This design comes from an exercise in tuning for small area on the open sky130 flow, not from production work.
At most, simulation tests tie the RTL to the original design; equivalence was not proved.
The flow treats the clock pin as an ideal source. Dropping or thinning the clock tree relies on that and would not hold on a real chip.
No activity file was given, so power comes from the tool's default toggle rates.

Setup of amber:
==> flow/design.v <==
module uart(
    input           rst_n,
    input           clk,
    input   [7:0]   AB,
    input   [7:0]   DB_i,
    output  [7:0]   DB_o,
    output          DB_oe,
    input           RxD_i,
    output          RxD_o,
    output          RxD_oe,
    input           rd,
    input           wr,
    output          TxD,
    output          Intuart
    );
    localparam [3:0] S_IDLE  = 4'b0000,
                     S_START = 4'b0001,
                     S_CRC   = 4'b0011,
                     S_STOP  = 4'b0100,
                     S_D0    = 4'b1000;
    reg  [7:0]  thB, tlB;        
    reg  [15:0] cnt;             
    reg  [7:0]  SCON;
    reg  [7:0]  TBUF;
    reg  [7:0]  RBUF;
    reg  [7:0]  Rshift;
    reg         TEN;
    reg  [3:0]  ts;              
    reg  [3:0]  tb;              
    reg         TI;
    reg         Rvalid;
    reg  [3:0]  rs;              
    reg  [3:0]  rb;              
    reg  [2:0]  dc;              
    reg         RI;
    wire        sel   = AB[7:4] == 4'b1001;
    wire        we    = !wr && sel;
    wire        we_tl = we && AB[3:0] == 4'b0110;
    wire        we_th = we && AB[3:0] == 4'b0111;
    wire        we_sb = we && AB[3:0] == 4'b1000;
    wire        we_sc = we && AB[3:0] == 4'b1001;
    wire [1:0]  SM   = SCON[7:6];
    wire        SM0  = SM == 2'b00;
    wire        SM2  = SCON[5];
    wire        REN  = SCON[4];
    wire        TB8  = SCON[3];
    wire        SRI  = SCON[0];
    wire        TC     = &cnt;
    wire        EN     = TEN || REN;
    wire [15:0] reload = SM0 ? 16'hFFFA : {thB, tlB};
    always @(posedge clk)
        if (!rst_n) begin
            thB <= 8'b0;
            tlB <= 8'b0;
        end else begin
            if (we_th) thB <= DB_i;
            if (we_tl) tlB <= DB_i;
        end
    always @(posedge clk)
        if (!EN || TC) cnt <= reload;
        else           cnt <= cnt + 1'b1;
    wire        t_idle  = ts == S_IDLE;
    wire        t_data  = ts[3];
    wire        t_crc   = ts == S_CRC;
    wire        t_stop  = ts == S_STOP;
    wire        t_dend  = ts == 4'b1111;
    wire        Tbaud   = tb == 4'd15 && TC;
    wire        T7      = tb == 4'd7  && TC;
    wire        T8      = tb == 4'd8  && TC;
    reg  [3:0]  ts_next;
    always @(*) begin
        ts_next = S_IDLE;
        if (t_data) begin
            if (!t_dend)       ts_next = ts + 1'b1;
            else if (SM0)      ts_next = S_IDLE;
            else if (!SM[1])   ts_next = S_STOP;
            else               ts_next = S_CRC;
        end else if (t_idle) begin
            if (!TEN)          ts_next = S_IDLE;
            else if (!SM0)     ts_next = S_START;
            else if (REN && SRI) ts_next = S_IDLE;
            else               ts_next = S_D0;
        end else if (ts == S_START)
            ts_next = S_D0;
        else if (t_crc)
            ts_next = S_STOP;
    end
    always @(posedge clk)
        if (!rst_n)
            ts <= S_IDLE;
        else if (Tbaud)
            ts <= ts_next;
    always @(posedge clk)
        if (!rst_n)
            TEN <= 1'b0;
        else if (we_sb || (SM0 && REN))
            TEN <= 1'b1;
        else if (ts_next == S_IDLE && Tbaud)
            TEN <= 1'b0;
    always @(posedge clk)
        if (!rst_n)
            TBUF <= 8'b0;
        else if (t_data) begin
            if (SM0 ? T8 : Tbaud)
                TBUF <= TBUF >> 1;
        end else if (we_sb)
            TBUF <= DB_i;
    always @(posedge clk)
        if (!TEN)    tb <= 4'd0;
        else if (TC) tb <= tb + 1'b1;
    always @(posedge clk)
        if (SM == 2'b10)      TI <= t_crc && Tbaud;
        else if (SM0 && REN)  TI <= 1'b0;
        else                  TI <= t_dend && Tbaud;
    assign TxD = t_data ? (SM0 ? tb[3] : TBUF[0]) :
                 t_crc  ? TB8 :
                 (ts != S_START);
    wire        r_idle  = rs == S_IDLE;
    wire        r_data  = rs[3];
    wire        r_start = rs == S_START;
    wire        r_crc   = rs == S_CRC;
    wire        r_stop  = rs == S_STOP;
    wire        r_dend  = rs == 4'b1111;
    wire        Rbaud   = SM0 ? T7 : (rb == 4'd15 && TC);
    wire        R789    = (rb == 4'd7 || rb == 4'd8 || rb == 4'd9) && TC;
    wire        Rxdin   = (dc[0] & dc[1]) | (dc[0] & dc[2]) | (dc[1] & dc[2]);
    wire        judge   = (Rxdin || !SM2) && !SRI;
    reg  [3:0]  rs_next;
    always @(*) begin
        rs_next = S_IDLE;
        if (r_data) begin
            if (!r_dend)       rs_next = rs + 1'b1;
            else if (!SM[1])   rs_next = S_STOP;
            else               rs_next = S_CRC;
        end else if (r_idle) begin
            if (!REN)          rs_next = S_IDLE;
            else if (SM0)      rs_next = SRI ? S_IDLE : S_D0;
            else               rs_next = Rvalid ? S_START : S_IDLE;
        end else if (r_start)
            rs_next = Rxdin ? S_IDLE : S_D0;
        else if (r_crc)
            rs_next = judge ? S_STOP : S_IDLE;
    end
    always @(posedge clk)
        if (!rst_n)
            rs <= S_IDLE;
        else if (Rbaud)
            rs <= rs_next;
    always @(posedge clk)
        if (!rst_n)
            Rvalid <= 1'b0;
        else if (SM0)
            Rvalid <= REN;
        else if (r_idle) begin
            if (REN) Rvalid <= !RxD_i;
        end else if (r_start) begin
            if (Rbaud) Rvalid <= !Rxdin;
        end else if (r_crc || (r_stop && SM == 2'b01)) begin
            if (Rbaud) Rvalid <= judge;
        end
    always @(posedge clk)
        if (!REN || !Rvalid) rb <= 4'b1111;
        else if (TC)         rb <= rb + 1'b1;
    always @(posedge clk)
        if (!REN)      dc <= 3'b111;
        else if (R789) dc <= {dc[1:0], RxD_i};
    always @(posedge clk)
        if (r_data && Rbaud)
            Rshift <= {Rxdin, Rshift[7:1]};
    always @(posedge clk)
        if (!rst_n)
            RBUF <= 8'b0;
        else if (r_stop && Rbaud && (SM != 2'b01 || judge))
            RBUF <= Rshift;
    always @(posedge clk)
        RI <= r_stop && Rbaud;
    always @(posedge clk)
        if (!rst_n)
            SCON <= 8'b0;
        else if (we_sc)
            SCON <= DB_i;
        else begin
            if (TI) SCON[1] <= 1'b1;
            if (RI) SCON[0] <= 1'b1;
            if (r_crc && judge && Rbaud) SCON[2] <= Rxdin;
        end
    assign DB_oe   = !rd && sel && (AB[3:1] == 3'b011 || AB[3:1] == 3'b100);
    assign DB_o    = AB[3] ? (AB[0] ? SCON : RBUF) : (AB[0] ? thB : tlB);
    assign Intuart = SCON[1] || SCON[0];
    assign RxD_oe  = !REN && TEN && SM0;
    assign RxD_o   = TBUF[0];
endmodule
clock: 5.0 ns
lec_check: 0
cap_margin: 20
core_margin: 2
core_utilization: 40
slew_margin: 20
run.sh (not shown) runs the stock make flow with config.mk's settings and CLKGATE_MAP_FILE= SYNTH_SCRIPT=/design/flow/synth_recipe.tcl, a recipe that flattens the netlist after the stock synthesis.
### amber -> lagoon
==> flow/flow/run.sh (new file) <==
#!/bin/bash
# Layout flow: the standard flow, with an area-oriented abc mapping in synthesis
# and minimum-size port buffers. Each tool's output is logged under orfs/logs; make's
# own output goes to flow_make.log.
set -euo pipefail
W=$(pwd)
export MY_ABC_SCRIPT=$W/flow/area.abc
bash standard.sh SYNTH_SCRIPT=$W/flow/synth.tcl \
  "BUFFER_PORTS_ARGS=-buffer_cell sky130_fd_sc_hd__buf_1" finish > $W/flow_make.log 2>&1
==> flow/flow/area.abc (new file) <==
strash
dch
amap
topo
==> flow/flow/synth.tcl (new file) <==
# The standard synthesis script, with abc given the area-oriented script in MY_ABC_SCRIPT
proc synth {args} { yosys synth -nofsm -noshare {*}$args }
proc abc {args} {
  set i [lsearch -exact $args -script]
  if { $i >= 0 && [info exists ::env(MY_ABC_SCRIPT)] } {
    lset args [expr { $i + 1 }] $::env(MY_ABC_SCRIPT)
  }
  yosys abc {*}$args
}
source $::env(SCRIPTS_DIR)/synth.tcl
# left out here: clear keep_hierarchy, flatten, clean up, hide names made inside functions, write 1_2_yosys.v
==> flow/standard.sh (new file) <==
#!/bin/bash
# synth_recipe.tcl (not shown) runs the flow's synth.tcl, then flattens the netlist and writes it again
# the make line also repeats each setting of config.mk as NAME=value (left out here)
make -C /OpenROAD-flow-scripts/flow DESIGN_CONFIG=/design/flow/config.mk WORK_HOME=/design/flow/orfs CLKGATE_MAP_FILE= SYNTH_SCRIPT=/design/flow/synth_recipe.tcl "${@:-finish}"
removed: flow/run.sh
Notes after the runs:
lagoon against amber: maximum clock rate went down about 1%, clock-pin transition on the worst setup and hold timing paths essentially unchanged, largest stage delay on the critical path rose 30 ps, worst-case clock skew flat, synthesized area divided by synthesized cell count -0.37 µm².
[inputs] indigo vs lagoon
- GPL_TIMING_DRIVEN now 0, previously not set
- CORE_UTILIZATION now 65, was 40
==> flow/flow/run.sh <==
#!/bin/bash
# Layout flow: the standard flow (standard.sh) with
#  - synthesis: adders left to abc, and abc given an area-oriented script (flow/area.abc);
#    registers are mapped exactly as in the standard synthesis
#  - minimum-size buffers on the ports
#  - clock tree without dummy loads, larger sink clusters
# make's output goes to flow_make.log; each tool's log is under orfs/logs.
set -euo pipefail
W=$(pwd)
export MY_ABC_SCRIPT=$W/flow/area.abc
bash standard.sh SYNTH_SCRIPT=$W/flow/synth.tcl ADDER_MAP_FILE= \
  "BUFFER_PORTS_ARGS=-buffer_cell sky130_fd_sc_hd__buf_1" \
  "CTS_ARGS=-sink_clustering_enable -repair_clock_nets -dont_use_dummy_load -sink_clustering_size 30 -buf_list sky130_fd_sc_hd__clkbuf_8" \
  finish > $W/flow_make.log 2>&1
==> flow/flow/area.abc <==
strash
dc2
dch
amap
topo
==> run notes <==
[indigo vs lagoon] utilization: higher in indigo. Taking lagoon as the reference, in indigo total power decreased by 10% relative to the old numbers, synthesized netlist cell count shows a reduction of 6.3%, final design instance area without fill went down by about 10%. Count of multi-input gates (lower): indigo.
No run of this note included a check of the RTL's function; only the layout flow was run.

exp/maple:
Another version of the RTL of uart (not shown whole).
For scale: roughly 410 cells after synthesis, ~34 I/O pins, about 0.0036 mm^2 of cells after synthesis.
Settings: LEC_CHECK=0, CAP_MARGIN=0, CORE_MARGIN=2, CORE_UTILIZATION=65, GPL_TIMING_DRIVEN=0, SLEW_MARGIN=0; clock period 5.0 ns.
standard.sh (not shown) runs the stock make flow with config.mk's settings and CLKGATE_MAP_FILE= SYNTH_SCRIPT=/design/flow/synth_recipe.tcl, a recipe that flattens the netlist after the stock synthesis.
==> flow/flow/run.sh <==
#!/bin/bash
# Layout flow: the standard flow (standard.sh) with
#  - synthesis: adders left to abc, and abc given an area-oriented script (flow/area.abc);
#    registers are mapped exactly as in the standard synthesis
#  - minimum-size buffers on the ports
#  - a one-level clock tree (flow/cts_manual.tcl) in place of the H-tree
# make's output goes to flow_make.log; each tool's log is under orfs/logs.
set -euo pipefail
W=$(pwd)
export MY_ABC_SCRIPT=$W/flow/area.abc
export CTS_MANUAL_N=4
export CTS_MANUAL_BUF=sky130_fd_sc_hd__clkbuf_16
bash standard.sh SYNTH_SCRIPT=$W/flow/synth.tcl ADDER_MAP_FILE= \
  "BUFFER_PORTS_ARGS=-buffer_cell sky130_fd_sc_hd__buf_1" \
  PRE_CTS_TCL=$W/flow/cts_manual.tcl \
  finish > $W/flow_make.log 2>&1
==> flow/flow/area.abc <==
strash
dc2
dch
amap
topo
Other scripts of this flow, unchanged in this note and not shown: flow/flow/cts_manual.tcl, flow/flow/synth.tcl
Here is what was changed in the inputs of exp/cedar compared with exp/maple.
# exp/maple
export LEC_CHECK = 0
export CAP_MARGIN = 0
export CORE_MARGIN = 2
export CORE_UTILIZATION = 65
export GPL_TIMING_DRIVEN = 0
export SLEW_MARGIN = 0
create_clock -name core_clock -period 5.0 [get_ports {clk}]
# exp/cedar
export LEC_CHECK = 0
export CAP_MARGIN = 20
export CORE_MARGIN = 2
export CORE_UTILIZATION = 65
export GPL_TIMING_DRIVEN = 0
export SLEW_MARGIN = 20
create_clock -name core_clock -period 5.0 [get_ports {clk}]
diff --git a/flow/flow/run.sh b/flow/flow/run.sh
--- a/flow/flow/run.sh
+++ b/flow/flow/run.sh
@@ -2,3 +2,3 @@
 # Layout flow: the standard flow (standard.sh) with
-#  - synthesis: adders left to abc, and abc given an area-oriented script (flow/area.abc);
+#  - synthesis: adders left to abc, and abc given an area-oriented script (flow/area.abc: deepsyn, then area mapping);
 #    registers are mapped exactly as in the standard synthesis
==> flow/flow/area.abc <==
strash
&get -n
&deepsyn -I 20 -J 5 -S 1
&put
dch
amap
topo
==> comparison <==
exp/cedar gives less average detailed-routed wire length per instance than exp/maple did. Re total met3 wirelength after detailed routing: exp/cedar is 16% down on exp/maple. In the reports for exp/maple and exp/cedar, the smaller initial core utilization belongs to exp/maple. exp/cedar: endpoint required time on the critical path 0.04 ns above exp/maple. Against exp/maple, exp/cedar comes in about 2.5% lower on die area.
## Diff of input files: exp/fjord against exp/cedar
diff --git a/flow/flow/run.sh b/flow/flow/run.sh
--- a/flow/flow/run.sh
+++ b/flow/flow/run.sh
@@ -2,3 +2,3 @@
 # Layout flow: the standard flow (standard.sh) with
-#  - synthesis: adders left to abc, and abc given an area-oriented script (flow/area.abc: deepsyn, then area mapping);
+#  - synthesis: adders left to abc, and abc given an area-oriented script (flow/area.abc);
 #    registers are mapped exactly as in the standard synthesis
==> flow/flow/area.abc <==
strash
dc2
dch
amap
topo
### Flow results
exp/fjord vs. exp/cedar: distinct cell type count after synthesis now larger, setup slack after layout shows a reduction of 0.20 ns, post-detailed-placement cell area now larger, final clock period utilization by the worst path went up, starting density of the core now smaller. Between exp/cedar and exp/fjord, the flow reports number of vias in the routed layout increasing by a few percent. Between exp/fjord and exp/cedar, the vertical extent of the die is higher for exp/fjord.
In every run of this note, the design's own scripts or RTL, not TritonCTS, make the clock network.

==> re-timing with driven ports <==
The results above use ideal ports. As a check the final layouts listed here were re-extracted and re-timed, cells and wires unchanged. Step 1 assumes that a clkbuf_16 drives the clock port and a buf_2 every other input. Step 2 adds t to the input delays and takes it off the output delays; t is the mean of the earliest and latest rising clock arrival at the registers after step 1. Input paths then give back, and output paths get back, about the clock's delay inside the block. Three values: no drivers, after step 1, after step 2; two values: the first two.
run	t, ns	setup WS [ns]	hold slack, ns
amber	0.403	1.041 / 1.020 / 1.020	0.461 / 0.461 / 0.461
lagoon	0.395	1.002 / 0.980 / 0.980	0.454 / 0.454 / 0.454
indigo	0.365	0.683 / 0.683 / 0.683	0.443 / 0.443 / 0.443
exp/maple	0.224	0.476 / 0.476 / 0.476	0.454 / 0.454 / 0.454
exp/cedar	0.222	0.658 / 0.658 / 0.658	0.467 / 0.467 / 0.467
exp/fjord	0.224	0.454 / 0.454 / 0.454	0.453 / 0.453 / 0.453
After both steps every run listed still meets setup and hold. For lagoon, which loses most, drivers alone change the setup slack by -0.022 ns; drivers and shift together by -0.022 ns.
